Background: an optimization exercise with open tools, aiming at small area. Do not read the settings as production practice.
Function was checked by simulation only, so behaviour that the tests miss may differ from the original.
Power figures rest on the tool's default switching activity, not on a simulated workload.

$ cat flow/design.v
module RegFile(Ra, Rb, D, Wr, We, Clk, Clrn, Qa, Qb);
	input [4:0] Ra, Rb, Wr;
	input [31:0] D;
	input Clk, Clrn, We;
	output [31:0] Qa, Qb;
	reg ph;
	reg [31:1] valid;
	wire [31:1] wsel, wseln, sela, selb;
	wire [31:1] col [0:31];	 
	wire [31:0] dx = D ^ {32{ph}};
	wire [31:0] ra, rb;
	wire [31:0] vx = {valid, 1'b0};
	wire pha = ph & vx[Ra];
	wire phb = ph & vx[Rb];
	genvar i, b;
	generate
		for (i = 1; i < 32; i = i + 1) begin : r
			reg [31:0] q;
			wire [31:0] nx;
			assign wsel[i] = We & (Wr == i);
			assign wseln[i] = ~wsel[i];
			assign sela[i] = valid[i] & (Ra == i);
			assign selb[i] = valid[i] & (Rb == i);
			for (b = 0; b < 32; b = b + 1) begin : w
				c_oai22 m (wsel[i], q[b], wseln[i], dx[b], nx[b]);
				assign col[b][i] = q[b];
			end
			always @(posedge Clk)
				q <= nx;
		end
		for (b = 0; b < 32; b = b + 1) begin : rd
			rf_read pa (sela, col[b], ra[b]);
			rf_read pb (selb, col[b], rb[b]);
			c_xor2 xa (ra[b], pha, Qa[b]);
			c_xor2 xb (rb[b], phb, Qb[b]);
		end
	endgenerate
	always @(posedge Clk or negedge Clrn)
		if (!Clrn) begin
			valid <= 31'b0;
			ph <= 1'b0;
		end else begin
			valid <= valid | wsel;
			ph <= ~ph;
		end
endmodule
module rf_read(s, d, y);
	input [31:1] s, d;
	output y;
	wire [9:0] l;
	genvar k;
	generate
		for (k = 0; k < 10; k = k + 1) begin : g
			c_aoi222 a (s[3*k+1], d[3*k+1], s[3*k+2], d[3*k+2], s[3*k+3], d[3*k+3], l[k]);
		end
	endgenerate
	assign y = ~(&l) | (s[31] & d[31]);
endmodule
module CPU(Clk, Clrn, Inst, Dread, Iaddr, Wmem, DAddr, DWrite, intr, inta);
	input Clk, Clrn, intr;
	input [31:0] Inst, Dread;
	output [31:0] Iaddr, DWrite, DAddr;
	output Wmem, inta;
	wire [5:0] op = Inst[31:26];
	wire [5:0] fn = Inst[5:0];
	wire [4:0] rs = Inst[25:21];
	wire [4:0] rt = Inst[20:16];
	wire [4:0] rd = Inst[15:11];
	wire rtype  = op == 6'b000000;
	wire i_add  = rtype & (fn == 6'b100000);
	wire i_sub  = rtype & (fn == 6'b100010);
	wire i_and  = rtype & (fn == 6'b100100);
	wire i_or   = rtype & (fn == 6'b100101);
	wire i_xor  = rtype & (fn == 6'b100110);
	wire i_sll  = rtype & (fn == 6'b000000);
	wire i_srl  = rtype & (fn == 6'b000010);
	wire i_sra  = rtype & (fn == 6'b000011);
	wire i_jr   = rtype & (fn == 6'b001000);
	wire i_sys  = rtype & (fn == 6'b001100);
	wire i_addi = op == 6'b001000;
	wire i_andi = op == 6'b001100;
	wire i_ori  = op == 6'b001101;
	wire i_xori = op == 6'b001110;
	wire i_lw   = op == 6'b100011;
	wire i_sw   = op == 6'b101011;
	wire i_beq  = op == 6'b000100;
	wire i_bne  = op == 6'b000101;
	wire i_lui  = op == 6'b001111;
	wire i_j    = op == 6'b000010;
	wire i_jal  = op == 6'b000011;
	wire c0     = op == 6'b010000;
	wire i_mfc0 = c0 & (rs == 5'b00000);
	wire i_mtc0 = c0 & (rs == 5'b00100);
	wire i_eret = c0 & (rs == 5'b10000) & (fn == 6'b011000);
	wire unimpl = ~(i_add | i_sub | i_and | i_or | i_xor | i_sll | i_srl | i_sra | i_jr | i_sys |
		i_addi | i_andi | i_ori | i_xori | i_lw | i_sw | i_beq | i_bne | i_lui | i_j | i_jal |
		i_mfc0 | i_mtc0 | i_eret);
	wire rd12 = rd == 5'd12;
	wire rd13 = rd == 5'd13;
	wire rd14 = rd == 5'd14;
	reg [31:0] pc, sta, cau, epc;
	wire [31:0] pc_d, sta_d, cau_d, epc_d;
	always @(posedge Clk or negedge Clrn)
		if (!Clrn) begin
			pc <= 32'b0; sta <= 32'b0; cau <= 32'b0; epc <= 32'b0;
		end else begin
			pc <= pc_d; sta <= sta_d; cau <= cau_d; epc <= epc_d;
		end
	assign Iaddr = pc;
	wire [31:0] ra, rb, res;
	wire wreg = i_add | i_sub | i_and | i_or | i_xor | i_sll | i_srl | i_sra | i_addi | i_andi |
		i_ori | i_xori | i_lw | i_lui | i_jal | i_mfc0;
	wire regrt = i_addi | i_andi | i_ori | i_xori | i_lw | i_lui | i_mfc0;
	wire [4:0] wn = i_jal ? 5'd31 : (regrt ? rt : rd);
	RegFile rf (rs, rt, res, wn, wreg, Clk, Clrn, ra, rb);
	assign DWrite = rb;
	assign Wmem = i_sw;
	wire se = i_addi | i_lw | i_sw;
	wire aluqb = i_addi | i_andi | i_ori | i_xori | i_lw | i_sw;
	wire [31:0] imm = {{16{se & Inst[15]}}, Inst[15:0]};
	wire [31:0] bx = (aluqb ? imm : rb) ^ {32{i_sub}};
	wire [31:0] sum, p, g;
	wire c31, c32;
	alu_add add (ra, bx, i_sub, sum, p, g, c31, c32);
	wire [31:0] ysh;
	alu_shift shf (rb, Inst[10:6], i_sra, ysh);
	wire s_and = i_and | i_andi;
	wire s_or  = i_or | i_ori;
	wire s_xor = i_xor | i_xori;
	wire s_shl = i_sll | i_srl;
	wire s_add = ~(s_and | s_or | s_xor | s_shl | i_sra | i_lui);
	alu_out aout (s_add, s_and | s_or, s_or | s_xor, s_shl, i_sra, i_lui, sum, p, g, ysh,
		Inst[15:0], DAddr);
	wire zero = ~|p;	 
	wire overflow = (c31 ^ c32) & (i_add | i_sub | i_addi);
	assign inta = sta[0] & intr;
	wire exc = inta | sta[1] & i_sys | sta[2] & unimpl | sta[3] & overflow;
	wire [31:2] p4h, adrh;
	pc_inc pinc (pc[31:2], Inst[15:0], p4h, adrh);
	wire [31:0] p4 = {p4h, pc[1:0]};
	wire [31:0] adr = {adrh, pc[1:0]};
	wire [31:0] jpc = {p4[31:28], Inst[25:0], 2'b00};
	wire taken = i_beq & zero | i_bne & ~zero;
	wire jj = i_j | i_jal;
	wire [31:0] u;
	sel3 su (i_jr, ra, jj, jpc, taken, adr, ~(i_jr | jj | taken), p4, u);
	wire pc_u = ~exc & ~i_eret;
	wire pc_e = ~exc & i_eret;
	genvar i;
	generate
		for (i = 0; i < 32; i = i + 1) begin : np
			if (i == 6) begin : b6
				assign pc_d[i] = pc_u & u[i] | pc_e & epc[i] | exc & ~i_eret;
			end else begin : bx_
				c_ao22 m (pc_u, u[i], pc_e, epc[i], pc_d[i]);
			end
		end
	endgenerate
	wire wsta = exc | i_mtc0 & rd12 | i_eret;
	wire wcau = exc | i_mtc0 & rd13;
	wire wepc = exc | i_mtc0 & rd14;
	sel3 se_ (wepc & i_mtc0, rb, wepc & ~i_mtc0 & inta, u, wepc & ~i_mtc0 & ~inta, pc, ~wepc, epc, epc_d);
	sel3 ss_ (wsta & i_mtc0, rb, wsta & ~i_mtc0 & exc, {sta[27:0], 4'b0}, wsta & ~i_mtc0 & ~exc,
		{4'b0, sta[31:4]}, ~wsta, sta, sta_d);
	wire [31:0] cause = {28'b0, unimpl | overflow, i_sys | overflow, 2'b00};
	generate
		for (i = 0; i < 32; i = i + 1) begin : cs
			if (i == 2 || i == 3) begin : code
				assign cau_d[i] = wcau ? (i_mtc0 ? rb[i] : cause[i]) : cau[i];
			end else begin : other
				c_ao22 m (wcau & i_mtc0, rb[i], ~wcau, cau[i], cau_d[i]);
			end
		end
	endgenerate
	wire mf12 = i_mfc0 & rd12;
	wire mf13 = i_mfc0 & rd13;
	wire mf14 = i_mfc0 & rd14;
	wire mf = mf12 | mf13 | mf14;
	sel6 sw_ (i_jal, p4, mf12, sta, mf13, cau, mf14, epc, i_lw, Dread, ~(i_jal | mf | i_lw), DAddr, res);
endmodule
module sel3(s0, d0, s1, d1, s2, d2, s3, d3, y);
	input s0, s1, s2, s3;
	input [31:0] d0, d1, d2, d3;
	output [31:0] y;
	wire [31:0] l0, l1;
	genvar i;
	generate
		for (i = 0; i < 32; i = i + 1) begin : b_
			c_aoi222 a (s0, d0[i], s1, d1[i], s2, d2[i], l0[i]);
			c_nand2 b (s3, d3[i], l1[i]);
			c_nand2 o (l0[i], l1[i], y[i]);
		end
	endgenerate
endmodule
module sel6(s0, d0, s1, d1, s2, d2, s3, d3, s4, d4, s5, d5, y);
	input s0, s1, s2, s3, s4, s5;
	input [31:0] d0, d1, d2, d3, d4, d5;
	output [31:0] y;
	wire [31:0] l0, l1;
	genvar i;
	generate
		for (i = 0; i < 32; i = i + 1) begin : b_
			c_aoi222 a (s0, d0[i], s1, d1[i], s2, d2[i], l0[i]);
			c_aoi222 b (s3, d3[i], s4, d4[i], s5, d5[i], l1[i]);
			c_nand2 o (l0[i], l1[i], y[i]);
		end
	endgenerate
endmodule
module alu_add(a, b, ci, s, p, g, c31, co);
	input [31:0] a, b;
	input ci;
	output [31:0] s, p, g;
	output c31, co;
	wire [32:0] c;	 
	assign c[0] = ci;
	genvar k;
	generate
		for (k = 0; k < 32; k = k + 2) begin : q
			if (k % 4 == 0) begin : pos
				wire g0, t0, g1, t1, G, T;
				c_and2 ug0 (a[k], b[k], g0);
				c_or2 ut0 (a[k], b[k], t0);
				c_and2 ug1 (a[k+1], b[k+1], g1);
				c_or2 ut1 (a[k+1], b[k+1], t1);
				c_xor2 up0 (a[k], b[k], p[k]);
				c_xor2 up1 (a[k+1], b[k+1], p[k+1]);
				c_a21o uG (t1, g0, g1, G);
				c_a21o uT (t1, t0, g1, T);
				c_oai21 cy (G, c[k], T, c[k+2]);
				c_oai21 cm (g0, c[k], t0, c[k+1]);
				c_xor2 us0 (p[k], c[k], s[k]);
				c_xnor2 us1 (p[k+1], c[k+1], s[k+1]);
				assign g[k] = g0;
				assign g[k+1] = g1;
			end else begin : neg
				wire ng0, nt0, ng1, nt1, nG, nT;
				c_nand2 ug0 (a[k], b[k], ng0);
				c_nor2 ut0 (a[k], b[k], nt0);
				c_nand2 ug1 (a[k+1], b[k+1], ng1);
				c_nor2 ut1 (a[k+1], b[k+1], nt1);
				c_xor2 up0 (a[k], b[k], p[k]);
				c_xor2 up1 (a[k+1], b[k+1], p[k+1]);
				c_o21a uG (nt1, ng0, ng1, nG);
				c_o21a uT (nt1, nt0, ng1, nT);
				c_oai21 cy (nT, c[k], nG, c[k+2]);
				c_oai21 cm (nt0, c[k], ng0, c[k+1]);
				c_xnor2 us0 (p[k], c[k], s[k]);
				c_xor2 us1 (p[k+1], c[k+1], s[k+1]);
				c_inv ig0 (ng0, g[k]);
				c_inv ig1 (ng1, g[k+1]);
			end
		end
	endgenerate
	assign c31 = c[31];
	assign co = c[32];
endmodule
module alu_shift(x, sh, right, y);
	input [31:0] x;
	input [4:0] sh;
	input right;
	output [31:0] y;
	wire f = right & x[31];
	wire [31:0] t0, t1, t2, t3, t4;
	genvar i;
	generate
		for (i = 0; i < 32; i = i + 1) begin : rv
			c_oai22 m (~right, x[31-i], right, x[i], t0[i]);	 
		end
	endgenerate
	alu_shst #(1)  s0 (t0, sh[0], ~f, t1);
	alu_shst #(2)  s1 (t1, sh[1], f, t2);
	alu_shst #(4)  s2 (t2, sh[2], ~f, t3);
	alu_shst #(8)  s3 (t3, sh[3], f, t4);
	alu_shst #(16) s4 (t4, sh[4], ~f, y);
endmodule
module alu_shst(x, s, f, y);
	parameter N = 1;
	input [31:0] x;
	input s, f;
	output [31:0] y;
	wire [31:0] xs = {x[31-N:0], {N{f}}};
	genvar i;
	generate
		for (i = 0; i < 32; i = i + 1) begin : b_
			c_oai22 m (~s, xs[i], s, x[i], y[i]);
		end
	endgenerate
endmodule
module alu_out(s_add, kg, kp, s_shl, s_sra, s_lui, sum, p, g, ysh, imm, r);
	input s_add, kg, kp, s_shl, s_sra, s_lui;
	input [31:0] sum, p, g, ysh;
	input [15:0] imm;
	output [31:0] r;
	wire [31:0] l0, l1;
	genvar i;
	generate
		for (i = 0; i < 32; i = i + 1) begin : b_
			c_aoi222 a (s_add, sum[i], kg, g[i], kp, p[i], l0[i]);
			if (i >= 16) begin : h
				c_aoi222 b (s_shl, ysh[i], s_sra, ysh[31-i], s_lui, imm[i-16], l1[i]);
			end else begin : l
				c_aoi222 b (s_shl, ysh[i], s_sra, ysh[31-i], 1'b0, 1'b0, l1[i]);
			end
			c_nand2 o (l0[i], l1[i], r[i]);
		end
	endgenerate
endmodule
module pc_inc(pc, off, p4, adr);
	input [31:2] pc;
	input [15:0] off;
	output [31:2] p4, adr;
	wire [32:2] ci;
	assign ci[2] = 1'b1;
	genvar k;
	generate
		for (k = 2; k < 32; k = k + 1) begin : i_
			assign ci[k+1] = ci[k] & pc[k];
			assign p4[k] = pc[k] ^ ci[k];
		end
	endgenerate
	wire [18:2] c;
	assign c[2] = 1'b1;
	generate
		for (k = 2; k < 18; k = k + 1) begin : l_
			fa1 a (pc[k], off[k-2], c[k], adr[k], c[k+1]);
		end
	endgenerate
	wire up = c[18] & ~off[15];
	wire dn = ~c[18] & off[15];
	wire [32:18] hi, lo;	 
	assign hi[18] = 1'b1;
	assign lo[18] = 1'b1;
	generate
		for (k = 18; k < 32; k = k + 1) begin : h_
			assign hi[k+1] = hi[k] & pc[k];
			assign lo[k+1] = lo[k] & ~pc[k];
			assign adr[k] = pc[k] ^ (up & hi[k] | dn & lo[k]);
		end
	endgenerate
endmodule
module fa1(a, b, ci, s, co);
	input a, b, ci;
	output s, co;
	assign s = a ^ b ^ ci;
	assign co = a & b | a & ci | b & ci;
endmodule
module c_inv(a, y);
	input a;
	output y;
	assign y = ~a;
endmodule
module c_nand2(a, b, y);
	input a, b;
	output y;
	assign y = ~(a & b);
endmodule
module c_nor2(a, b, y);
	input a, b;
	output y;
	assign y = ~(a | b);
endmodule
module c_and2(a, b, y);
	input a, b;
	output y;
	assign y = a & b;
endmodule
module c_or2(a, b, y);
	input a, b;
	output y;
	assign y = a | b;
endmodule
module c_and2b(a_n, b, y);
	input a_n, b;
	output y;
	assign y = ~a_n & b;
endmodule
module c_nor2b(a, b_n, y);
	input a, b_n;
	output y;
	assign y = ~a & b_n;
endmodule
module c_xor2(a, b, y);
	input a, b;
	output y;
	assign y = a ^ b;
endmodule
module c_xnor2(a, b, y);
	input a, b;
	output y;
	assign y = ~(a ^ b);
endmodule
module c_a21o(a1, a2, b1, y);
	input a1, a2, b1;
	output y;
	assign y = (a1 & a2) | b1;
endmodule
module c_o21a(a1, a2, b1, y);
	input a1, a2, b1;
	output y;
	assign y = (a1 | a2) & b1;
endmodule
module c_oai21(a1, a2, b1, y);
	input a1, a2, b1;
	output y;
	assign y = ~((a1 | a2) & b1);
endmodule
module c_oai22(a1, a2, b1, b2, y);
	input a1, a2, b1, b2;
	output y;
	assign y = ~((a1 | a2) & (b1 | b2));
endmodule
module c_ao22(a1, a2, b1, b2, y);
	input a1, a2, b1, b2;
	output y;
	assign y = (a1 & a2) | (b1 & b2);
endmodule
module c_aoi222(a1, a2, b1, b2, c1, c2, y);
	input a1, a2, b1, b2, c1, c2;
	output y;
	assign y = ~((a1 & a2) | (b1 & b2) | (c1 & c2));
endmodule
$ cat flow/flow/run.sh
#!/bin/bash
# Layout flow: the standard flow (standard.sh), with two changes to how the layout is made:
# every port still gets a buffer, but a plain buf_1 instead of the default choice, and the
# clock tree is built from clkbuf_4/clkbuf_8 without dummy loads.
set -euo pipefail
export BUFFER_PORTS_ARGS="-buffer_cell sky130_fd_sc_hd__buf_1"
export CTS_ARGS="-sink_clustering_enable -repair_clock_nets -dont_use_dummy_load -buf_list {sky130_fd_sc_hd__clkbuf_4 sky130_fd_sc_hd__clkbuf_8}"
bash standard.sh synth > synth.log 2>&1
bash standard.sh finish > layout.log 2>&1
$ cat flow/standard.sh
#!/bin/bash
# synth_recipe.tcl (not shown) runs the flow's synth.tcl, then flattens the netlist and writes it again
# the make line also repeats each setting of config.mk as NAME=value (left out here)
make -C /OpenROAD-flow-scripts/flow DESIGN_CONFIG=/design/flow/config.mk WORK_HOME=/design/flow/orfs CLKGATE_MAP_FILE= SYNTH_SCRIPT=/design/flow/synth_recipe.tcl "${@:-finish}"
$ cat flow/config.mk
export PLATFORM = sky130hd
export DESIGN_NAME = CPU
export DESIGN_NICKNAME = CPU
export VERILOG_FILES = /design/flow/design.v
export SDC_FILE = /design/flow/constraint.sdc
export NUM_CORES = 4
export LEC_CHECK = 0
export CAP_MARGIN = 20
export CORE_MARGIN = 2
export CORE_UTILIZATION = 50
export PLACE_DENSITY = 0.6
export SLEW_MARGIN = 20
export SYNTH_HIERARCHICAL = 1
$ cat flow/constraint.sdc
create_clock -name core_clock -period 13.0 [get_ports {Clk}]
set_input_delay 2.6000 -clock core_clock [delete_from_list [all_inputs] [get_ports {Clk}]]
set_output_delay 2.6000 -clock core_clock [all_outputs]
set_load 0.01 [all_outputs]
==> metrics.log, run 1 <==
[metrics] crit-path leading delay family: compound AO/OA/AOI/OAI gates
[metrics] largest family of logic cells by synthesized area: compound AO/OA/AOI/OAI gates
[metrics] pins over their slew limit: 0
[metrics] summed instance area of the synthesized netlist: 0.04993 sq mm
[metrics] leakage power: 22.69 nW
[metrics] deepest level of the CTS H-tree: 4
[metrics] Unique masters post-synth: 79
[metrics] ys flop type: dfxtp_1
[metrics] final clock period utilization by the worst path: 0.9826
[metrics] total routed wire length on the met1 layer: 92.82 mm
[metrics] setup violators final: 0
[metrics] EDFF count, synth: 0
[metrics] Max-cap violations: 0
[metrics] Die Span Y: 320.0 microns
[metrics] CP Data Required Time: 10.40 ns
[metrics] highest-count cells in the layout ignoring fill and taps: o22ai_1, dfxtp_1, a222oi_1
[metrics] GRT Util Overall: 0.4931
[metrics] Yosys warning total: 8
[metrics] number of antenna violations at the first check in global routing: 16
[metrics] Data arrival, critical path: 10.17 ns
[metrics] cell repeated most along the worst path: o21ai_1
[metrics] worst path setup slack after routing: 0.2268 ns
[metrics] met2 wirelength from detailed routing: 105.5 mm
[metrics] count of buffering cells on the critical path with inverters included: 3
[metrics] RSZ-0062 raised after global routing: false
[metrics] count of input and output buffers: 164
[metrics] async set-or-reset flop fraction in the synthesized netlist: 0.1389
[metrics] Compound-Gate Fraction of Synth Area: 0.3623
[metrics] Tightest Hold Check Type: reg2reg
[metrics] multi-input gate area in the final layout: 0.02633 sq mm
[metrics] layout overhead on the synthesized area: 15.27%
[metrics] maximum fanout along the worst path: 19
[metrics] maximum clock rate: 78.29 MHz
[metrics] hold-fix buffers at CTS: 0
[metrics] count of filler cells inserted in the layout: 8632
[metrics] worst slack after detailed placement: 0.2652 ns
[metrics] post-DP HPWL: 175.2 mm
[metrics] synthesized-area fraction occupied by xor and xnor cells: 0.03684
[metrics] post-route minimum period: 12.77 ns
[metrics] area used by sequential logic in the layout: 0.02387 sq mm
[metrics] Clock Path Buffers: 3
[metrics] library cell used as clock root buffer: clkbuf_8
[metrics] portion of netlist area occupied by mux cells: 0.01306
[metrics] crit path launch type: input port
[metrics] capture point of the worst reg-to-reg path: epc[25]
[metrics] net total in the final layout: 5437
[metrics] post-synthesis adder-cell area fraction: 0.01413
[metrics] DIE AREA: 0.1024 sq mm
[metrics] Die X-Extent: 320.0 microns
[metrics] Worst setup endpoint: DAddr[31]
[metrics] Critical Setup Path Class: in2out
[metrics] slack of the worst reg-to-reg path: 3.20 ns
[metrics] last weighted congestion value of the routability-driven placer: 1.049
[metrics] R2R cell count: 26
[metrics] ports placed on the boundary: 165
[metrics] Avg WL per Cell: 40.07 microns
[metrics] sum of met3 wire segment lengths after detailed routing: 43.11 mm
[metrics] Worst-Skew Late Latency: 0.92 ns
[metrics] non-filler cells in the finished layout: 6618
[metrics] global-route wire length before repair: 369.6 mm
[metrics] layout cells sized above 1: 0.1139
[metrics] core area: 0.09871 sq mm
[metrics] post-synthesis simple-gate area fraction: 0.08332
[metrics] pin count of the biggest net entering global routing: 69
[metrics] via-per-instance ratio: 8.430
[metrics] clock buffer count from CTS: 189
[metrics] post-CTS setup-driven buffer insertion count: 0
[metrics] starting utilization of the core area: 0.5059
[metrics] status: timing/DRC/antenna clean
[metrics] Cell Pwr Density: 197.4 mW/mm^2
[metrics] site row count: 115
[metrics] initial drt markers: 14.15k
[metrics] Seq/Total Area, Yosys: 0.4779
[metrics] synthesized area divided by synthesized cell count: 10.62 sq um
[metrics] Clock Sink Count: 1152
[metrics] Crit-path slowest cell: a2111o_1
[metrics] sum of routed wire length over all layers: 265.2 mm
[metrics] Slew Limit Headroom: 0.1504
[metrics] number of detailed-routing iterations run before antenna repair: 17
[metrics] Total Neg Setup Slack: 0 ns
[metrics] Clock Pin Slew Worst Setup and Hold Paths: 0.06 ns
[metrics] Reg-to-Reg Start: pc[2]
[metrics] most common library cell in the layout ignoring fill and taps: o22ai_1
[metrics] vias in the first global route: 50.53k
[metrics] maximum VDD drop: 0.1881 mV
[metrics] detailed-route DRC error count: 0
[metrics] number of gates resized after cts: 0
[metrics] Final Hold Fails: 0
[metrics] clock tree from TritonCTS: built
[metrics] actual slew at the worst max-slew pin: 1.270 ns
[metrics] setup clock skew after layout: 0.1190 ns
[metrics] depth of the worst hold-timing path: 1
[metrics] remaining antenna violation count: 0
[metrics] Placed Cells incl. Taps: 6413
[metrics] highest routed metal layer: met5
[metrics] worst hold margin: 0.4805 ns
[metrics] maximum cell stage delay along the critical path: 0.68 ns
[metrics] post-synthesis sequential element count: 1152
[metrics] type of element capturing the critical path: primary output
[metrics] routed via count: 55.79k
[metrics] global route overflow: 0
[metrics] critical path depth: 27
[metrics] Setup crit start: Inst[23]
[metrics] number of cells produced by synthesis: 4703
registers in the layout, indices dropped and copies added (netlist names):
name	count
rf.r.q	992
cau	32
epc	32
pc	32
sta	32
rf.valid	31
rf.ph	1
worst register-to-register path: stages (launching register included):
cell and delay (ns):
dfrtp_1 0.46, fa_1 0.46, fa_1 0.38, fa_1 0.38
fa_1 0.38, fa_1 0.38, fa_1 0.39, fa_1 0.41
fa_1 0.40, fa_1 0.40, fa_1 0.39, fa_1 0.39
fa_1 0.40, fa_1 0.41, fa_1 0.47, fa_1 0.45
fa_1 0.48, inv_1 0.09, ha_1 0.20, nor4b_4 0.49
and2_4 0.29, mux2i_1 0.08, xnor2_1 0.14, a222oi_1 0.72
nand2_1 0.21, a222oi_1 0.36, nand2_1 0.09
modules after synthesis (local to each module, per instance), a selection:
module     cells  area [sq um]
RegFile     1322         22650
alu_add       16         120.1
c_aoi222       1         10.01
c_xnor2        1         8.758
rf_read        4         27.53
c_oai21        1         5.005
c_or2          1         6.256
alu_out        1         3.754
c_xor2         1         8.758
c_oai22        1         6.256
c_inv          1         3.754
alu_shift      3         13.76
CPU          362          4800
metal layers:
metal  vias to the layer above  GRT usage
li1                      22230          -
met4                        18     0.3557
met1                     26960     0.6137
met5                         -   0.001418
met2                      5407     0.6915
met3                      1175     0.1931
kinds of logic after synthesis:
logic type | count (synthesis)
other cells | 3
xor+xnor | 210
buf+inv | 120
mux | 47
fa+ha+maj | 47
simple gates | 831
flops | 1152
compound gates | 2293
metrics by stage:
stage                     power [mW]    util  instance area [sq um]
after floorplan                6.735       -                  50090
after global placement         8.421  0.5541                  54690
after detailed placement       8.486  0.5547                  54750
after CTS                      11.04  0.5810                  57350
after global routing           11.63  0.5829                  57540
final                          11.36  0.5831                  57560
report_power, final:
group	switching (mW)	internal [mW]	total, mW
clock	1.36	1.27	2.63
combinational	2.55	1.29	3.84
sequential	0.673	4.23	4.90
total	4.58	6.79	11.4
worst min path at each step:
stage	slack, ns	end	from
after global placement	0.46	rf.r[16].q[25]	rf.r[16].q[25]
after floorplan	0.45	rf.r[10].q[0]	rf.r[10].q[0]
after CTS	0.48	rf.r[23].q[9]	rf.r[23].q[9]
final	0.48	rf.r[5].q[22]	rf.r[5].q[22]
after global routing	0.49	rf.r[23].q[28]	rf.r[23].q[28]
after detailed placement	0.47	rf.r[25].q[19]	rf.r[25].q[19]
cells in the mapped netlist (all sizes together), types with 4 or more instances:
cell	number	area share
a2111o	64	0.014
a21o	16	0.0024
a21oi	5	0.00050
a222oi	864	0.17
a22o	61	0.011
a31oi	4	0.00050
and2	32	0.0041
and3	68	0.0085
buf	44	0.0065
clkbuf	8	0.00060
dfrtp	160	0.080
dfxtp	992	0.40
fa	16	0.0064
ha	30	0.0075
inv	68	0.0051
mux2	4	0.0011
mux2i	31	0.0062
mux4	12	0.0058
nand2	392	0.030
nand2b	37	0.0046
nand3	10	0.0013
nand3b	4	0.00068
nand4	138	0.018
nor2	61	0.0046
nor2b	15	0.0019
nor3	17	0.0017
nor3b	6	0.0011
nor4	15	0.0020
o21a	18	0.0027
o21ai	55	0.0055
o22ai	1187	0.15
or2	21	0.0026
xnor2	60	0.011
xor2	150	0.026
cell type report:
type                       instances  area share
antenna                            9   0.0003913
clock buffer                     189     0.04519
inverter                          68    0.004435
multi-input combinational       3471      0.4574
sequential                      1152      0.4147
tap                             1287     0.02798
timing repair buffer             442     0.04993
==> run 2: changes to the inputs <==
--- a/flow/design.v
+++ b/flow/design.v
@@ -54,7 +54,12 @@
 			c_aoi222 a (s[3*k+1], d[3*k+1], s[3*k+2], d[3*k+2], s[3*k+3], d[3*k+3], l[k]);
 		end
 	endgenerate
-	assign y = ~(&l) | (s[31] & d[31]);
+	wire n0, n1, n2, m;
+	c_nand2 u0 (s[31], d[31], m);
+	c_nand4 u1 (l[0], l[1], l[2], l[3], n0);
+	c_nand4 u2 (l[4], l[5], l[6], l[7], n1);
+	c_nand3 u3 (l[8], l[9], m, n2);
+	c_or3 u4 (n0, n1, n2, y);
 endmodule
 module CPU(Clk, Clrn, Inst, Dread, Iaddr, Wmem, DAddr, DWrite, intr, inta);
 	input Clk, Clrn, intr;
@@ -215,40 +220,39 @@
 	assign c[0] = ci;
 	genvar k;
 	generate
-		for (k = 0; k < 32; k = k + 2) begin : q
-			if (k % 4 == 0) begin : pos
-				wire g0, t0, g1, t1, G, T;
-				c_and2 ug0 (a[k], b[k], g0);
-				c_or2 ut0 (a[k], b[k], t0);
-				c_and2 ug1 (a[k+1], b[k+1], g1);
-				c_or2 ut1 (a[k+1], b[k+1], t1);
-				c_xor2 up0 (a[k], b[k], p[k]);
-				c_xor2 up1 (a[k+1], b[k+1], p[k+1]);
-				c_a21o uG (t1, g0, g1, G);
-				c_a21o uT (t1, t0, g1, T);
-				c_oai21 cy (G, c[k], T, c[k+2]);
-				c_oai21 cm (g0, c[k], t0, c[k+1]);
-				c_xor2 us0 (p[k], c[k], s[k]);
-				c_xnor2 us1 (p[k+1], c[k+1], s[k+1]);
-				assign g[k] = g0;
-				assign g[k+1] = g1;
-			end else begin : neg
-				wire ng0, nt0, ng1, nt1, nG, nT;
-				c_nand2 ug0 (a[k], b[k], ng0);
-				c_nor2 ut0 (a[k], b[k], nt0);
-				c_nand2 ug1 (a[k+1], b[k+1], ng1);
-				c_nor2 ut1 (a[k+1], b[k+1], nt1);
-				c_xor2 up0 (a[k], b[k], p[k]);
-				c_xor2 up1 (a[k+1], b[k+1], p[k+1]);
-				c_o21a uG (nt1, ng0, ng1, nG);
-				c_o21a uT (nt1, nt0, ng1, nT);
-				c_oai21 cy (nT, c[k], nG, c[k+2]);
-				c_oai21 cm (nt0, c[k], ng0, c[k+1]);
-				c_xnor2 us0 (p[k], c[k], s[k]);
-				c_xor2 us1 (p[k+1], c[k+1], s[k+1]);
-				c_inv ig0 (ng0, g[k]);
-				c_inv ig1 (ng1, g[k+1]);
-			end
+		for (k = 0; k < 32; k = k + 4) begin : q
+			wire g0, t0, g1, t1, GA, TA;
+			c_and2 ug0 (a[k], b[k], g0);
+			c_or2 ut0 (a[k], b[k], t0);
+			c_and2 ug1 (a[k+1], b[k+1], g1);
+			c_or2 ut1 (a[k+1], b[k+1], t1);
+			c_xor2 up0 (a[k], b[k], p[k]);
+			c_xor2 up1 (a[k+1], b[k+1], p[k+1]);
+			c_a21o uG (t1, g0, g1, GA);
+			c_a21o uT (t1, t0, g1, TA);
+			c_oai21 cm (g0, c[k], t0, c[k+1]);
+			c_oai21 cy (GA, c[k], TA, c[k+2]);
+			c_xor2 us0 (p[k], c[k], s[k]);
+			c_xnor2 us1 (p[k+1], c[k+1], s[k+1]);
+			assign g[k] = g0;
+			assign g[k+1] = g1;
+			wire ng2, nt2, ng3, nt3, nGB, nTB;
+			c_nand2 ug2 (a[k+2], b[k+2], ng2);
+			c_nor2 ut2 (a[k+2], b[k+2], nt2);
+			c_nand2 ug3 (a[k+3], b[k+3], ng3);
+			c_nor2 ut3 (a[k+3], b[k+3], nt3);
+			c_xor2 up2 (a[k+2], b[k+2], p[k+2]);
+			c_xor2 up3 (a[k+3], b[k+3], p[k+3]);
+			c_o21a uGB (nt3, ng2, ng3, nGB);
+			c_o21a uTB (nt3, nt2, ng3, nTB);
+			c_oai21 cm2 (nt2, c[k+2], ng2, c[k+3]);
+			c_xnor2 us2 (p[k+2], c[k+2], s[k+2]);
+			c_xor2 us3 (p[k+3], c[k+3], s[k+3]);
+			c_inv ig2 (ng2, g[k+2]);
+			c_inv ig3 (ng3, g[k+3]);
+			wire G4 = ~nGB | ~nTB & GA;
+			wire T4 = ~nGB | ~nTB & TA;
+			c_a21o cg (T4, c[k], G4, c[k+4]);
 		end
 	endgenerate
 	assign c31 = c[31];
@@ -399,6 +403,21 @@
 	output y;
 	assign y = (a1 | a2) & b1;
 endmodule
+module c_nand3(a, b, c, y);
+	input a, b, c;
+	output y;
+	assign y = ~(a & b & c);
+endmodule
+module c_nand4(a, b, c, d, y);
+	input a, b, c, d;
+	output y;
+	assign y = ~(a & b & c & d);
+endmodule
+module c_or3(a, b, c, y);
+	input a, b, c;
+	output y;
+	assign y = a | b | c;
+endmodule
 module c_oai21(a1, a2, b1, y);
 	input a1, a2, b1;
 	output y;
==> flow/flow/run.sh (replaced) <==
#!/bin/bash
# Layout flow: the standard flow (standard.sh), with two changes to how the layout is made:
# every port still gets a buffer, but a plain buf_1 instead of the default choice, and the
# clock tree is built from clkbuf_8/clkbuf_16 in larger sink clusters, without dummy loads.
set -euo pipefail
export BUFFER_PORTS_ARGS="-buffer_cell sky130_fd_sc_hd__buf_1"
export CTS_ARGS="-sink_clustering_enable -repair_clock_nets -dont_use_dummy_load -sink_clustering_size 24 -sink_clustering_max_diameter 100 -buf_list {sky130_fd_sc_hd__clkbuf_8 sky130_fd_sc_hd__clkbuf_16}"
bash standard.sh synth > synth.log 2>&1
bash standard.sh finish > layout.log 2>&1
==> flow/config.mk (replaced) <==
export PLATFORM = sky130hd
export DESIGN_NAME = CPU
export DESIGN_NICKNAME = CPU
export VERILOG_FILES = /design/flow/design.v
export SDC_FILE = /design/flow/constraint.sdc
export NUM_CORES = 4
export LEC_CHECK = 0
export CAP_MARGIN = 5
export CORE_MARGIN = 2
export CORE_UTILIZATION = 55
export PLACE_DENSITY = 0.65
export SLEW_MARGIN = 5
export SYNTH_HIERARCHICAL = 1
==> metrics.log, run 2 <==
[metrics] status: timing/DRC/antenna clean
[metrics] post-CTS setup-driven buffer insertion count: 0
[metrics] DIE AREA: 0.09354 sq mm
[metrics] number of gates resized after cts: 0
[metrics] Seq/Total Area, Yosys: 0.4762
[metrics] global route overflow: 0
[metrics] worst path setup slack after routing: 0.4471 ns
[metrics] register ranked first by flip-flop count: rf.r.q
[metrics] top cell types by occurrence after synthesis: o22ai_1, dfxtp_1, a222oi_1
[metrics] count of input and output buffers: 164
[metrics] RSZ-0062 raised after global routing: false
[metrics] Clock Pin Slew Worst Setup and Hold Paths: 0.09 ns
[metrics] fraction of power consumed by combinational cells: 0.376
[metrics] area used by sequential logic in the layout: 0.02387 sq mm
[metrics] number of antenna violations at the first check in global routing: 39
[metrics] post-route minimum period: 12.55 ns
[metrics] number of cells produced by synthesis: 4804
[metrics] Total Neg Setup Slack: 0 ns
[metrics] clock share of power: 0.177
[metrics] via-per-instance ratio: 8.727
[metrics] ports placed on the boundary: 165
[metrics] maximum clock rate: 79.66 MHz
[metrics] Final Hold Fails: 0
[metrics] number of detailed-routing iterations run before antenna repair: 19
[metrics] Cell Pwr Density: 193.7 mW/mm^2
[metrics] async set-or-reset flop fraction in the synthesized netlist: 0.1389
[metrics] post-synthesis cell type with the largest combined area: dfxtp_1
[metrics] setup violators final: 0
[metrics] initial drt markers: 16.77k
[metrics] Critical Setup Path Class: in2out
[metrics] depth of the worst hold-timing path: 1
[metrics] pins over their slew limit: 0
[metrics] Sequential Power Share: 0.447
[metrics] deepest level of the CTS H-tree: 2
[metrics] routed via count: 56.24k
[metrics] vias in the first global route: 50.07k
[metrics] leakage power: 21.54 nW
[metrics] starting utilization of the core area: 0.5558
[metrics] net switching component of the power: 4.612 mW
[metrics] most common library cell in the layout ignoring fill and taps: o22ai_1
[metrics] slack of the worst reg-to-reg path: 3.34 ns
[metrics] actual slew at the worst max-slew pin: 1.359 ns
[metrics] count of filler cells inserted in the layout: 7640
[metrics] multi-input gate area in the final layout: 0.02651 sq mm
[metrics] WHS Endpoint: rf.r[14].q[15]
[metrics] non-filler cells in the finished layout: 6445
[metrics] library cell used as clock root buffer: clkbuf_16
[metrics] worst slack after detailed placement: 0.9132 ns
[metrics] final instance area: 0.05602 sq mm
[metrics] Unique masters post-synth: 78
[metrics] summed instance area of the synthesized netlist: 0.05011 sq mm
[metrics] Worst-Skew Late Latency: 0.74 ns
[metrics] flip-flop count of the largest register after layout: 992
[metrics] Data arrival, critical path: 9.95 ns
[metrics] layout cells sized above 1: 0.07984
[metrics] Yosys warning total: 8
[metrics] clock buffer count from CTS: 55
[metrics] net total in the final layout: 5363
[metrics] Tightest Hold Check Type: reg2reg
[metrics] hold-fix buffers at CTS: 0
[metrics] final clock period utilization by the worst path: 0.9656
[metrics] clock tree from TritonCTS: built
[metrics] most frequently used cell type in the post-synthesis netlist: o22ai_1
[metrics] CP Data Required Time: 10.40 ns
[metrics] synthesized area divided by synthesized cell count: 10.43 sq um
[metrics] crit path launch type: input port
[metrics] capture point of the worst reg-to-reg path: epc[29]
[metrics] Die Span Y: 305.8 microns
[metrics] GRT Util Overall: 0.5346
[metrics] DP Area: 0.05459 sq mm
[metrics] Die X-Extent: 305.8 microns
[metrics] detailed-route DRC error count: 0
[metrics] Reg-to-Reg Start: pc[2]
[metrics] core area: 0.09015 sq mm
[metrics] EDFF count, synth: 0
[metrics] Placed Cells incl. Taps: 6369
[metrics] Max-cap violations: 0
[metrics] global-route wire length before repair: 368.3 mm
[metrics] ys flop type: dfxtp_1
[metrics] setup clock skew after layout: 0.1288 ns
[metrics] Avg WL per Cell: 40.83 microns
[metrics] layout overhead on the synthesized area: 11.81%
[metrics] post-synthesis sequential element count: 1152
[metrics] last weighted congestion value of the routability-driven placer: 1.114
[metrics] sum of routed wire length over all layers: 263.1 mm
[metrics] design internal power: 6.241 mW
[metrics] Clock Sink Count: 1152
[metrics] remaining antenna violation count: 0
[metrics] Clock Path Buffers: 3
[metrics] top cells by area, synth: dfxtp_1, a222oi_1, o22ai_1
[metrics] maximum fanout along the worst path: 16
[metrics] switching fraction of total power: 0.4249
[metrics] worst min-delay path startpoint: rf.r[14].q[15]
[metrics] site row count: 110
[metrics] maximum VDD drop: 0.1742 mV
[metrics] fraction of post-synthesis cell area in the top cell type by area: 0.3963
[metrics] R2R cell count: 26
[metrics] post-DP HPWL: 171.9 mm
[metrics] type of element capturing the critical path: primary output
[metrics] Slew Limit Headroom: 0.09107
[metrics] power after layout: 10.85 mW
[metrics] highest-count cells in the layout ignoring fill and taps: o22ai_1, dfxtp_1, a222oi_1
[metrics] pin count of the biggest net entering global routing: 67
run 2: cell types whose count changed after synthesis, moves of 4 or more:
cell      delta
xnor2_1      +4
o21ai_2      +8
inv_1       +18
a2111o_1    -64
xor2_1       -4
a21o_1       +8
or3_1       +64
nand3_1     +65
run 2: cell type report:
| class | instances | share of cell area |
|---|---|---|
| multi-input cells | 3553 | 0.4733 |
| flip-flops and latches | 1152 | 0.4260 |
| repair buffers | 402 | 0.04317 |
| well taps | 1176 | 0.02626 |
| clock buffers | 55 | 0.02457 |
| inverters | 86 | 0.005762 |
| diodes | 21 | 0.0009380 |
run 2: per-module statistics from Yosys (local to each module, per instance), a selection:
module     area (sq um)  cells inside  flip-flops and latches
c_or3             6.256             1                       0
alu_shift         13.76             3                       0
c_or2             6.256             1                       0
c_oai21           5.005             1                       0
c_xor2            8.758             1                       0
c_oai22           6.256             1                       0
c_nand2           3.754             1                       0
CPU                4800           362                     128
c_aoi222          10.01             1                       0
alu_add           290.3            48                       0
c_nor2            3.754             1                       0
c_inv             3.754             1                       0
c_a21o            7.507             1                       0
c_xnor2           8.758             1                       0
c_nand4           6.256             1                       0
run 2: routing by layer:
metal  track usage  part of all wire  vias to the layer above  wire length, microns
met2        0.7384              0.39                     5846                102500
met3        0.2351              0.18                     1377                 47510
li1              -                 -                    22170                     -
met4        0.3932             0.096                       38                 25370
met5      0.001550            0.0011                        -                   294
met1        0.6573              0.33                    26810                 87460
run 2: cells by family (layout without fill, tap and decap cells):
group,after synthesis,in the layout,share of synthesized area
fa+ha+maj,47,47,0.01408
mux,46,46,0.01281
other cells,3,64,0.0002247
buf+inv,139,543,0.01328
xor+xnor,210,210,0.03671
simple gates,959,959,0.09691
compound gates,2248,2248,0.3497
flops,1152,1152,0.4762
run 2: power groups by stage:
stage / sequential, mW / clock, mW / combinational [mW]
5_1_grt: 4.90 / 2.00 / 4.15
2_1_floorplan: 4.68 / 0 / 2.19
3_5_place_dp: 4.87 / 0 / 3.82
6_report: 4.85 / 1.92 / 4.08
3_3_place_gp: 4.86 / 0 / 3.78
4_1_cts: 4.80 / 1.90 / 3.83
run 2: critical path, stage by stage:
cell	delay, ns
buf_1	0.70
nor3b_1	0.23
and3_1	0.63
a222oi_1	0.74
nand4_1	0.30
or3_1	0.56
xor2_1	0.18
buf_4	0.22
mux2i_1	0.17
xnor2_1	0.14
nor2_1	0.21
o21a_1	0.19
o21ai_1	0.08
a21o_1	0.21
a21o_1	0.24
a21o_1	0.24
a21o_1	0.22
a21o_1	0.24
a21o_1	0.26
a21o_1	0.24
o21ai_1	0.27
o21ai_1	0.18
xor2_1	0.19
a222oi_1	0.34
nand2_1	0.16
buf_1	0.20
run 2: through the flow:
step	hold slack (ns)	util
final	0.4844	0.6214
after global routing	0.4954	0.6211
after CTS	0.4855	0.6209
after detailed placement	0.4707	0.6056
after global placement	0.4624	0.6056
after floorplan	0.4545	-
run 2: worst max-delay path by stage:
stage	from	slack (ns)	endpoint	cells after the start
after global placement	Inst[18]	1.09	DAddr[31]	28
after global routing	Inst[16]	0.44	DAddr[31]	28
after CTS	Inst[16]	0.87	DAddr[31]	28
after detailed placement	Inst[16]	0.91	DAddr[31]	28
after floorplan	Inst[17]	1.25	DAddr[31]	25
final	Inst[18]	0.45	DAddr[31]	26
==> run 3: changes to the inputs <==
--- a/flow/design.v
+++ b/flow/design.v
@@ -104,13 +104,18 @@
 	wire rd13 = rd == 5'd13;
 	wire rd14 = rd == 5'd14;
 	reg [31:0] pc, sta, cau, epc;
+	reg cv, ev;
 	wire [31:0] pc_d, sta_d, cau_d, epc_d;
+	wire wcau, wepc;
 	always @(posedge Clk or negedge Clrn)
 		if (!Clrn) begin
-			pc <= 32'b0; sta <= 32'b0; cau <= 32'b0; epc <= 32'b0;
+			pc <= 32'b0; sta <= 32'b0; cv <= 1'b0; ev <= 1'b0;
 		end else begin
-			pc <= pc_d; sta <= sta_d; cau <= cau_d; epc <= epc_d;
+			pc <= pc_d; sta <= sta_d; cv <= cv | wcau; ev <= ev | wepc;
 		end
+	always @(posedge Clk) begin
+		cau <= cau_d; epc <= epc_d;
+	end
 	assign Iaddr = pc;
 	wire [31:0] ra, rb, res;
 	wire wreg = i_add | i_sub | i_and | i_or | i_xor | i_sll | i_srl | i_sra | i_addi | i_andi |
@@ -150,7 +155,7 @@
 	wire [31:0] u;
 	sel3 su (i_jr, ra, jj, jpc, taken, adr, ~(i_jr | jj | taken), p4, u);
 	wire pc_u = ~exc & ~i_eret;
-	wire pc_e = ~exc & i_eret;
+	wire pc_e = ~exc & i_eret & ev;
 	genvar i;
 	generate
 		for (i = 0; i < 32; i = i + 1) begin : np
@@ -162,8 +167,8 @@
 		end
 	endgenerate
 	wire wsta = exc | i_mtc0 & rd12 | i_eret;
-	wire wcau = exc | i_mtc0 & rd13;
-	wire wepc = exc | i_mtc0 & rd14;
+	assign wcau = exc | i_mtc0 & rd13;
+	assign wepc = exc | i_mtc0 & rd14;
 	sel3 se_ (wepc & i_mtc0, rb, wepc & ~i_mtc0 & inta, u, wepc & ~i_mtc0 & ~inta, pc, ~wepc, epc, epc_d);
 	sel3 ss_ (wsta & i_mtc0, rb, wsta & ~i_mtc0 & exc, {sta[27:0], 4'b0}, wsta & ~i_mtc0 & ~exc,
 		{4'b0, sta[31:4]}, ~wsta, sta, sta_d);
@@ -181,7 +186,9 @@
 	wire mf13 = i_mfc0 & rd13;
 	wire mf14 = i_mfc0 & rd14;
 	wire mf = mf12 | mf13 | mf14;
-	sel6 sw_ (i_jal, p4, mf12, sta, mf13, cau, mf14, epc, i_lw, Dread, ~(i_jal | mf | i_lw), DAddr, res);
+	wire mf13v = mf13 & cv;
+	wire mf14v = mf14 & ev;
+	sel6 sw_ (i_jal, p4, mf12, sta, mf13v, cau, mf14v, epc, i_lw, Dread, ~(i_jal | mf | i_lw), DAddr, res);
 endmodule
 module sel3(s0, d0, s1, d1, s2, d2, s3, d3, y);
 	input s0, s1, s2, s3;
==> metrics.log, run 3 <==
[metrics] layout overhead on the synthesized area: 12.47%
[metrics] largest family of logic cells by synthesized area: compound AO/OA/AOI/OAI gates
[metrics] power after layout: 10.92 mW
[metrics] starting utilization of the core area: 0.5538
[metrics] Seq/Total Area, Yosys: 0.4744
[metrics] Crit-path slowest cell: and3_1
[metrics] Yosys warning total: 8
[metrics] net total in the final layout: 5399
[metrics] non-filler cells in the finished layout: 6485
[metrics] count of input and output buffers: 164
[metrics] maximum fanout along the worst path: 17
[metrics] maximum VDD drop: 0.1425 mV
[metrics] highest-count cells in the layout ignoring fill and taps: o22ai_1, dfxtp_1, a222oi_1
[metrics] vias in the first global route: 50.50k
[metrics] Reg-to-Reg Start: pc[2]
[metrics] post-synthesis cell type with the largest combined area: dfxtp_1
[metrics] worst path setup slack after routing: 0.2353 ns
[metrics] actual slew at the worst max-slew pin: 1.325 ns
[metrics] core area: 0.08987 sq mm
[metrics] Unique masters post-synth: 69
[metrics] worst min-delay path startpoint: epc[7]
[metrics] crit path launch type: input port
[metrics] final instance area: 0.05597 sq mm
[metrics] routed via count: 56.50k
[metrics] maximum clock rate: 78.34 MHz
[metrics] worst hold margin: 0.4630 ns
[metrics] summed instance area of the synthesized netlist: 0.04977 sq mm
[metrics] number of cells produced by synthesis: 4813
[metrics] most common library cell in the layout ignoring fill and taps: o22ai_1
[metrics] initial drt markers: 16.64k
[metrics] cell repeated most along the worst path: a21o_1
[metrics] setup clock skew after layout: 0.1046 ns
[metrics] depth of the worst hold-timing path: 2
[metrics] register ranked first by flip-flop count: rf.r.q
[metrics] global route overflow: 0
[metrics] Tightest Hold Check Type: reg2reg
[metrics] DP Area: 0.05451 sq mm
[metrics] setup violators final: 0
[metrics] pin count of the biggest net entering global routing: 67
[metrics] post-DP HPWL: 176.7 mm
[metrics] leakage power: 21.36 nW
[metrics] layout cells sized above 1: 0.08422
[metrics] number of detailed-routing iterations run before antenna repair: 14
[metrics] Avg WL per Cell: 41.17 microns
[metrics] Slew Limit Headroom: 0.1169
[metrics] Die Span Y: 304.8 microns
[metrics] deepest level of the CTS H-tree: 2
[metrics] Critical Setup Path Class: in2out
[metrics] Die X-Extent: 304.8 microns
[metrics] maximum cell stage delay along the critical path: 0.69 ns
[metrics] clock tree from TritonCTS: built
[metrics] Clock Path Buffers: 3
[metrics] Cell Pwr Density: 195.0 mW/mm^2
[metrics] fraction of post-synthesis cell area in the top cell type by area: 0.4240
[metrics] flip-flop count of the largest register after layout: 992
[metrics] Data arrival, critical path: 10.16 ns
[metrics] Max-cap violations: 0
[metrics] site row count: 110
[metrics] capture point of the worst reg-to-reg path: epc[21]
[metrics] post-synthesis sequential element count: 1154
[metrics] status: timing/DRC/antenna clean
[metrics] WHS Endpoint: epc[7]
[metrics] worst slack after detailed placement: 0.5749 ns
[metrics] Clock Sink Count: 1154
[metrics] type of element capturing the critical path: primary output
[metrics] synthesized-area fraction occupied by xor and xnor cells: 0.03713
[metrics] pins over their slew limit: 0
[metrics] top cells by area, synth: dfxtp_1, a222oi_1, o22ai_1
[metrics] Total Neg Setup Slack: 0 ns
[metrics] synthesized area divided by synthesized cell count: 10.34 sq um
[metrics] post-synthesis adder-cell area fraction: 0.01418
[metrics] R2R cell count: 25
[metrics] portion of netlist area occupied by mux cells: 0.01237
[metrics] ys flop type: dfxtp_1
[metrics] async set-or-reset flop fraction in the synthesized netlist: 0.08492
[metrics] final clock period utilization by the worst path: 0.9819
[metrics] slack of the worst reg-to-reg path: 3.01 ns
[metrics] post-synthesis simple-gate area fraction: 0.09619
[metrics] remaining antenna violation count: 0
[metrics] sum of routed wire length over all layers: 267.0 mm
[metrics] detailed-route DRC error count: 0
[metrics] last weighted congestion value of the routability-driven placer: 1.095
[metrics] Final Hold Fails: 0
[metrics] ports placed on the boundary: 165
[metrics] DIE AREA: 0.09291 sq mm
[metrics] Compound-Gate Fraction of Synth Area: 0.3527
[metrics] EDFF count, synth: 2
[metrics] library cell used as clock root buffer: clkbuf_16
[metrics] via-per-instance ratio: 8.713
[metrics] Worst-Skew Late Latency: 0.73 ns
[metrics] Placed Cells incl. Taps: 6404
[metrics] CP Data Required Time: 10.40 ns
[metrics] post-CTS setup-driven buffer insertion count: 0
[metrics] GRT Util Overall: 0.5468
[metrics] most frequently used cell type in the post-synthesis netlist: o22ai_1
[metrics] global-route wire length before repair: 373.5 mm
[metrics] RSZ-0062 raised after global routing: false
[metrics] top cell types by occurrence after synthesis: o22ai_1, dfxtp_1, a222oi_1
[metrics] Clock Pin Slew Worst Setup and Hold Paths: 0.08 ns
[metrics] clock buffer count from CTS: 55
[metrics] post-route minimum period: 12.76 ns
[metrics] number of antenna violations at the first check in global routing: 34
[metrics] final core utilization: 0.6228
-- run 3: cell count changes after synthesis, moves of 4 or more --
cell / delta
a21oi_1: +4
xnor2_1: -31
clkbuf_1: +13
buf_4: -5
dfrtp_1: -62
dfxtp_1: +62
xor2_1: +32
or3_1: +4
a21o_1: +5
-- run 3: critical path: cells and delay by family --
kind	cells	cell delay [ns]
AO/OA/AOI/OAI	12	2.95
XOR/XNOR	3	0.56
buffers and inverters	3	1.12
multiplexers	1	0.12
AND/OR/NAND/NOR	6	2.75
-- run 3: layout make-up --
type | instances | area [sq um]
repair buffers | 434 | 2685
clock buffers | 55 | 1376
multi-input cells | 3557 | 26450
fillers | 7712 | 33900
flip-flops and latches | 1154 | 23620
well taps | 1176 | 1471
diodes | 25 | 62.56
inverters | 84 | 315.3
-- run 3: worst max-delay path by stage --
stage / startpoint / endpoint / slack, ns / depth (start not counted)
after detailed placement: Inst[16] / DAddr[31] / 0.57 / 27
after global routing: Inst[16] / DAddr[31] / 0.009 / 26
after global placement: Inst[16] / DAddr[31] / 0.65 / 28
final: Inst[16] / DAddr[31] / 0.24 / 25
after CTS: Inst[16] / DAddr[31] / 0.57 / 27
after floorplan: Inst[30] / DAddr[31] / 0.02 / 13
-- run 3: cell families (layout without fill, tap and decap cells) --
logic type               Yosys count  after routing
other                              3             68
XOR/XNOR                         211            211
adder cells (fa/ha/maj)           47             47
AND/OR/NAND/NOR                  957            957
buffers and inverters            142            573
AO/OA/AOI/OAI                   2255           2255
flip-flops                      1154           1154
multiplexers                      44             44
-- run 3: per-module statistics from Yosys (local to each module, per instance), excerpt --
module   cells inside  area [sq um]  flops+latches  times used
pc_inc             90         779.5              0           1
c_nand3             1         5.005              0          64
fa1                 1         20.02              0          16
c_oai22             1         6.256              0        1184
c_nand4             1         6.256              0         128
c_and2              1         6.256              0          16
c_a21o              1         7.507              0          24
c_ao22              1         8.758              0          61
c_oai21             1         5.005              0          24
-- run 3: routing by layer --
| layer | vias up | routed length [microns] | global-route usage |
|---|---|---|---|
| met1 | 26960 | 88380 | 0.6740 |
| met2 | 5882 | 104400 | 0.7545 |
| li1 | 22240 | - | - |
| met5 | - | 194 | 0 |
| met4 | 26 | 26010 | 0.4089 |
| met3 | 1395 | 48020 | 0.2336 |
-- run 3: timing repair --
item / CTS / global route
setup endpoints to repair: 0 / 1
hold buffers: 0 / 0
resized for setup: 0 / 2
endpoints found under the hold margin: 0 / 0
-- run 3: power by group --
part	switching, mW	internal, mW	total, mW
Combinational	2.89	1.28	4.17
Sequential	0.617	4.21	4.83
Clock	1.17	0.754	1.92
==> run 4: changes to the inputs <==
--- a/flow/design.v
+++ b/flow/design.v
@@ -7,7 +7,7 @@
 	reg [31:1] valid;
 	wire [31:1] wsel, wseln, sela, selb;
 	wire [31:1] col [0:31];	 
-	wire [31:0] dx = D ^ {32{ph}};
+	wire [31:0] dx, dxn;
 	wire [31:0] ra, rb;
 	wire [31:0] vx = {valid, 1'b0};
 	wire pha = ph & vx[Ra];
@@ -28,6 +28,10 @@
 			always @(posedge Clk)
 				q <= nx;
 		end
+		for (b = 0; b < 32; b = b + 1) begin : wd
+			c_xnor2 x (D[b], ph, dxn[b]);
+			c_inv n (dxn[b], dx[b]);
+		end
 		for (b = 0; b < 32; b = b + 1) begin : rd
 			rf_read pa (sela, col[b], ra[b]);
 			rf_read pb (selb, col[b], rb[b]);
--- a/flow/config.mk
+++ b/flow/config.mk
@@ -7,7 +7,7 @@
 export LEC_CHECK = 0
 export CAP_MARGIN = 5
 export CORE_MARGIN = 2
-export CORE_UTILIZATION = 55
-export PLACE_DENSITY = 0.65
+export CORE_UTILIZATION = 50
+export PLACE_DENSITY = 0.6
 export SLEW_MARGIN = 5
 export SYNTH_HIERARCHICAL = 1
==> metrics.log, run 4 <==
[metrics] status: timing/DRC/antenna clean
[metrics] leakage power: 21.36 nW
[metrics] maximum cell stage delay along the critical path: 1.07 ns
[metrics] worst slack after detailed placement: 0.6458 ns
[metrics] final clock period utilization by the worst path: 0.9826
[metrics] Critical Setup Path Class: in2out
[metrics] clock tree from TritonCTS: built
[metrics] core area: 0.09856 sq mm
[metrics] detailed-route DRC error count: 0
[metrics] Clock Sink Count: 1154
[metrics] initial drt markers: 14.47k
[metrics] count of input and output buffers: 164
[metrics] Avg WL per Cell: 39.12 microns
[metrics] RSZ-0062 raised after global routing: false
[metrics] cell repeated most along the worst path: a21o_1
[metrics] Unique masters post-synth: 67
[metrics] depth of the worst hold-timing path: 2
[metrics] remaining antenna violation count: 0
[metrics] top cells by area, synth: dfxtp_1, a222oi_1, o22ai_1
[metrics] EDFF count, synth: 2
[metrics] post-DP HPWL: 171.1 mm
[metrics] async set-or-reset flop fraction in the synthesized netlist: 0.08492
[metrics] Total Neg Setup Slack: 0 ns
[metrics] Crit-path slowest cell: and3_1
[metrics] post-synthesis sequential element count: 1154
[metrics] type of element capturing the critical path: primary output
[metrics] post-CTS setup-driven buffer insertion count: 0
[metrics] hold-fix buffers at CTS: 0
[metrics] clock buffer count from CTS: 56
[metrics] vias in the first global route: 49.99k
[metrics] count of buffering cells on the critical path with inverters included: 4
[metrics] pin count of the biggest net entering global routing: 67
[metrics] global-route wire length before repair: 364.3 mm
[metrics] CP Data Required Time: 10.40 ns
[metrics] R2R cell count: 26
[metrics] Cell Pwr Density: 185.6 mW/mm^2
[metrics] crit-path leading delay family: compound AO/OA/AOI/OAI gates
[metrics] Tightest Hold Check Type: reg2reg
[metrics] library cell used as clock root buffer: clkbuf_16
[metrics] layout overhead on the synthesized area: 11.32%
[metrics] critical path depth: 28
[metrics] Die X-Extent: 319.7 microns
[metrics] Max-cap violations: 0
[metrics] non-filler cells in the finished layout: 6606
[metrics] starting utilization of the core area: 0.5057
[metrics] Slew Limit Headroom: 0.1511
[metrics] Die Span Y: 319.7 microns
[metrics] post-synthesis cell type with the largest combined area: dfxtp_1
[metrics] actual slew at the worst max-slew pin: 1.273 ns
[metrics] post-route minimum period: 12.77 ns
[metrics] flip-flop count of the largest register after layout: 992
[metrics] count of filler cells inserted in the layout: 8839
[metrics] crit path launch type: input port
[metrics] Worst-Skew Late Latency: 0.75 ns
[metrics] site row count: 115
[metrics] maximum fanout along the worst path: 16
[metrics] most common library cell in the layout ignoring fill and taps: o22ai_1
[metrics] Clock Pin Slew Worst Setup and Hold Paths: 0.06 ns
[metrics] net total in the final layout: 5418
[metrics] Data arrival, critical path: 10.17 ns
[metrics] pins over their slew limit: 0
[metrics] worst path setup slack after routing: 0.2260 ns
[metrics] last weighted congestion value of the routability-driven placer: 1.077
[metrics] most frequently used cell type in the post-synthesis netlist: o22ai_1
[metrics] Final Hold Fails: 0
[metrics] summed instance area of the synthesized netlist: 0.04984 sq mm
[metrics] top cell types by occurrence after synthesis: o22ai_1, dfxtp_1, a222oi_1
[metrics] via-per-instance ratio: 8.362
[metrics] setup clock skew after layout: 0.1026 ns
[metrics] layout cells sized above 1: 0.07637
[metrics] setup violators final: 0
[metrics] maximum clock rate: 78.28 MHz
[metrics] synthesized area divided by synthesized cell count: 10.30 sq um
[metrics] DIE AREA: 0.1022 sq mm
[metrics] maximum VDD drop: 0.1453 mV
[metrics] number of gates resized after cts: 0
[metrics] number of antenna violations at the first check in global routing: 22
[metrics] highest-count cells in the layout ignoring fill and taps: o22ai_1, dfxtp_1, a222oi_1
[metrics] ys flop type: dfxtp_1
[metrics] fraction of post-synthesis cell area in the top cell type by area: 0.4234
[metrics] number of detailed-routing iterations run before antenna repair: 14
[metrics] sum of routed wire length over all layers: 258.4 mm
[metrics] deepest level of the CTS H-tree: 2
[metrics] routed via count: 55.24k
[metrics] number of cells produced by synthesis: 4839
[metrics] register ranked first by flip-flop count: rf.r.q
[metrics] global route overflow: 0
[metrics] Yosys warning total: 8
[metrics] Seq/Total Area, Yosys: 0.4738
[metrics] Placed Cells incl. Taps: 6533
[metrics] GRT Util Overall: 0.4815
[metrics] ports placed on the boundary: 165
[metrics] Clock Path Buffers: 3
run 4: cell count changes after synthesis, moves of 3 or more:
| cell | before | now |
|---|---|---|
| xnor2_1 | 33 | 66 |
| xor2_1 | 178 | 145 |
| inv_1 | 84 | 115 |
| mux2_1 | 0 | 5 |
| nor2_1 | 66 | 62 |
| buf_2 | 12 | 9 |
| nand2_1 | 392 | 389 |
| nor3_1 | 19 | 22 |
| or2_2 | 5 | 2 |
run 4: worst paths after layout:
kind / start / endpoint / slack, ns
max: Inst[18] / DAddr[31] / 0.23
min: epc[15] / epc[15] / 0.46
max reg2reg: pc[2] / epc[30] / 3.15
min reg2reg: epc[15] / epc[15] / 0.46
max in group asynchronous: Clrn / rf.ph / 9.58
min in group asynchronous: Clrn / sta[2] / 2.01
run 4: cell type report:
type                       instances  area [sq um]  share of cell area
inverter                         116         435.4            0.007848
sequential                      1154         23610              0.4256
tap                             1287          1610             0.02902
antenna                           16         40.04           0.0007217
timing repair buffer             420          2539             0.04576
multi-input combinational       3557         25840              0.4658
clock buffer                      56          1401             0.02526
run 4: per-stage QoR:
| step | area, sq um | hold WS, ns | total power, mW | util |
|---|---|---|---|---|
| final | 55480 | 0.4587 | 10.30 | 0.5629 |
| after global routing | 55450 | 0.4766 | 10.55 | 0.5626 |
| after CTS | 55430 | 0.4552 | 10.07 | 0.5624 |
| after detailed placement | 54030 | 0.4468 | 8.210 | 0.5481 |
| after global placement | 54030 | 0.4419 | 8.181 | 0.5481 |
| after floorplan | 49990 | 0.4298 | 6.664 | - |
run 4: worst reg2reg max path, delay by kind of cell (launching register included):
kind                     cells  cell delay, ns
AO/OA/AOI/OAI                2            0.53
XOR/XNOR                     1            0.16
adder cells (fa/ha/maj)     17            7.13
buffers and inverters        1            0.09
flip-flops                   1            0.48
multiplexers                 1            0.14
AND/OR/NAND/NOR              4            1.24
run 4: layer usage:
| metal | global-route usage | wire [microns] | vias up |
|---|---|---|---|
| met4 | 0.3562 | 24520 | 12 |
| li1 | - | - | 22260 |
| met1 | 0.6043 | 89760 | 26530 |
| met2 | 0.6946 | 104500 | 5327 |
| met5 | 0 | 86 | - |
| met3 | 0.1497 | 39580 | 1112 |
run 4: logic make-up after synthesis:
family / Yosys count / synth area share
XOR/XNOR: 211 / 0.03708
AO/OA/AOI/OAI: 2258 / 0.3524
other: 3 / 0.0002259
AND/OR/NAND/NOR: 955 / 0.09618
buffers and inverters: 168 / 0.01461
adder cells (fa/ha/maj): 47 / 0.01416
multiplexers: 43 / 0.01157
flip-flops: 1154 / 0.4738
run 4: Yosys stat by module (local to each module, per instance), excerpt:
module / area [sq um] / cells inside / flip-flops and latches / copies in the design
c_a21o: 7.507 / 1 / 0 / 24
c_nand2: 3.754 / 1 / 0 / 336
alu_shift: 13.76 / 3 / 0 / 1
c_nand3: 5.005 / 1 / 0 / 64
alu_out: 3.754 / 1 / 0 / 1
c_xor2: 8.758 / 1 / 0 / 112
c_inv: 3.754 / 1 / 0 / 48
RegFile: 22330 / 1286 / 1024 / 1
c_nor2: 3.754 / 1 / 0 / 16
c_xnor2: 8.758 / 1 / 0 / 48
run 4: report_power, final:
group,internal [mW],switching [mW]
sequential,4.21,0.627
clock,0.767,1.17
combinational,1.14,2.38
==> run 5: changes to the inputs <==
--- a/flow/config.mk
+++ b/flow/config.mk
@@ -9,5 +9,6 @@
 export CORE_MARGIN = 2
 export CORE_UTILIZATION = 50
 export PLACE_DENSITY = 0.6
+export SETUP_SLACK_MARGIN = 0.15
 export SLEW_MARGIN = 5
 export SYNTH_HIERARCHICAL = 1
==> metrics.log, run 5 <==
[metrics] EDFF count, synth: 2
[metrics] site row count: 115
[metrics] sum of routed wire length over all layers: 261.9 mm
[metrics] post-route minimum period: 12.40 ns
[metrics] net total in the final layout: 5455
[metrics] DIE AREA: 0.1022 sq mm
[metrics] deepest level of the CTS H-tree: 2
[metrics] design internal power: 6.104 mW
[metrics] maximum fanout along the worst path: 14
[metrics] detailed-route DRC error count: 0
[metrics] depth of the worst hold-timing path: 2
[metrics] core area: 0.09856 sq mm
[metrics] ports placed on the boundary: 165
[metrics] setup clock skew after layout: 0.07800 ns
[metrics] WHS Endpoint: epc[9]
[metrics] routed via count: 55.70k
[metrics] count of filler cells inserted in the layout: 8966
[metrics] global route overflow: 0
[metrics] synthesized area divided by synthesized cell count: 10.30 sq um
[metrics] Avg WL per Cell: 39.43 microns
[metrics] hold-fix buffers at CTS: 0
[metrics] Yosys warning total: 8
[metrics] status: timing/DRC/antenna clean
[metrics] layout cells sized above 1: 0.07640
[metrics] remaining antenna violation count: 0
[metrics] Reg-to-Reg Start: pc[2]
[metrics] area used by sequential logic in the layout: 0.02361 sq mm
[metrics] summed instance area of the synthesized netlist: 0.04984 sq mm
[metrics] Die Span Y: 319.7 microns
[metrics] Tightest Hold Check Type: reg2reg
[metrics] maximum cell stage delay along the critical path: 0.92 ns
[metrics] worst min-delay path startpoint: epc[9]
[metrics] Cell Pwr Density: 184.9 mW/mm^2
[metrics] multi-input gate area in the final layout: 0.02578 sq mm
[metrics] flip-flop count of the largest register after layout: 992
[metrics] crit path launch type: input port
[metrics] number of antenna violations at the first check in global routing: 18
[metrics] clock share of power: 0.187
[metrics] fraction of power consumed by combinational cells: 0.343
[metrics] clock tree from TritonCTS: built
[metrics] number of cells produced by synthesis: 4839
[metrics] layout overhead on the synthesized area: 11.73%
[metrics] RSZ-0062 raised after global routing: false
[metrics] Total Neg Setup Slack: 0 ns
[metrics] final core utilization: 0.5650
[metrics] starting utilization of the core area: 0.5057
[metrics] async set-or-reset flop fraction in the synthesized netlist: 0.08492
[metrics] number of gates resized after cts: 0
[metrics] library cell used as clock root buffer: clkbuf_16
## run 5: per-layer routing
metal / GRT usage / vias up / wire (microns)
li1: - / 22360 / -
met1: 0.6071 / 26860 / 90600
met2: 0.7093 / 5297 / 107200
met3: 0.1500 / 1176 / 39120
met4: 0.3698 / 2 / 25000
met5: 0.0009456 / - / 8
## run 5: power groups by stage
stage                     combinational (mW)  sequential, mW  clock (mW)
after floorplan                         2.00            4.67           0
after global placement                  3.32            4.86           0
after detailed placement                3.34            4.87           0
after CTS                               3.35            4.79        1.92
after global routing                    3.62            4.90        2.03
final                                   3.53            4.84        1.92
## run 5: kinds of logic after synthesis
family / count (synthesis) / synth area share
AND/OR/NAND/NOR: 955 / 0.09618
flip-flops: 1154 / 0.4738
other: 3 / 0.0002259
XOR/XNOR: 211 / 0.03708
buffers and inverters: 168 / 0.01461
multiplexers: 43 / 0.01157
AO/OA/AOI/OAI: 2258 / 0.3524
adder cells (fa/ha/maj): 47 / 0.01416
## run 5: how the worst max path moves through the flow
| stage | from | end | slack, ns | depth (start not counted) |
|---|---|---|---|---|
| 6_report | Inst[21] | DAddr[31] | 0.60 | 26 |
| 4_1_cts | Inst[18] | DAddr[31] | 0.92 | 29 |
| 5_1_grt | Inst[18] | DAddr[31] | 0.54 | 29 |
| 3_5_place_dp | Inst[0] | epc[24] | 0.89 | 28 |
| 2_1_floorplan | Inst[30] | DAddr[31] | 2.10 | 13 |
| 3_3_place_gp | Inst[18] | DAddr[31] | 0.97 | 29 |
## run 5: per-module statistics from Yosys, one instance, submodules excluded, a selection
module | cell area (sq um) | flip-flops and latches
c_nand4 | 6.256 | 0
fa1 | 20.02 | 0
c_aoi222 | 10.01 | 0
c_and2 | 6.256 | 0
c_xor2 | 8.758 | 0
c_oai21 | 5.005 | 0
RegFile | 22330 | 1024
c_nor2 | 3.754 | 0
c_a21o | 7.507 | 0
c_or3 | 6.256 | 0
c_o21a | 7.507 | 0
c_nand2 | 3.754 | 0
alu_add | 290.3 | 0
pc_inc | 770.7 | 0
c_xnor2 | 8.758 | 0
## run 5: through the flow
stage	cells	power [mW]	area, sq um
detailed placement	6572	8.213	54270
global route	6632	10.54	55660
CTS	6627	10.06	55650
global placement	6572	8.181	54270
finish	6642	10.29	55680
floorplan	4879	6.664	49990
## run 5: cell type report
type                       instances  share of cell area
clock buffer                      55             0.02472
tap                             1287             0.02892
timing repair buffer             458             0.05076
multi-input combinational       3557              0.4630
sequential                      1154              0.4241
inverter                         116            0.007820
antenna                           15           0.0006741
## run 5: critical path, delay by kind of cell
kind | cells | cell delay (ns)
buf+inv | 4 | 0.96
compound gates | 13 | 2.76
xor+xnor | 2 | 0.51
simple gates | 7 | 2.95

[separate check: timing with driven ports]
No port has a modelled driver above. Below, the same layouts with a new extraction and two added sets of constraints.
Step 1, drivers: a clkbuf_16 drives Clk and a buf_2 each remaining input, both assumed.
Step 2 moves the port delays by t, midway between the first and last clock arrival at a register: inputs arrive t later, outputs are due t later. That takes back most of the time a late clock gives input paths.
Three values: no drivers, after step 1, after step 2; two values: the first two.
run | t (ns) | slack for setup (ns) | pins driven straight from the clock port
run 1 | 0.936 | 0.227 / 0.194 / 0.194 | 1
run 2 | 0.752 | 0.447 / 0.314 / 0.314 | 1
run 3 | 0.756 | 0.235 / 0.207 / 0.207 | 1
run 4 | 0.778 | 0.226 / 0.195 / 0.195 | 1
run 5 | 0.769 | 0.601 / 0.574 / 0.562 | 1
After both steps setup and hold are still met in every run listed. The setup slack of run 2, which loses most, moves by -0.133 ns with the drivers and by -0.133 ns with both steps.
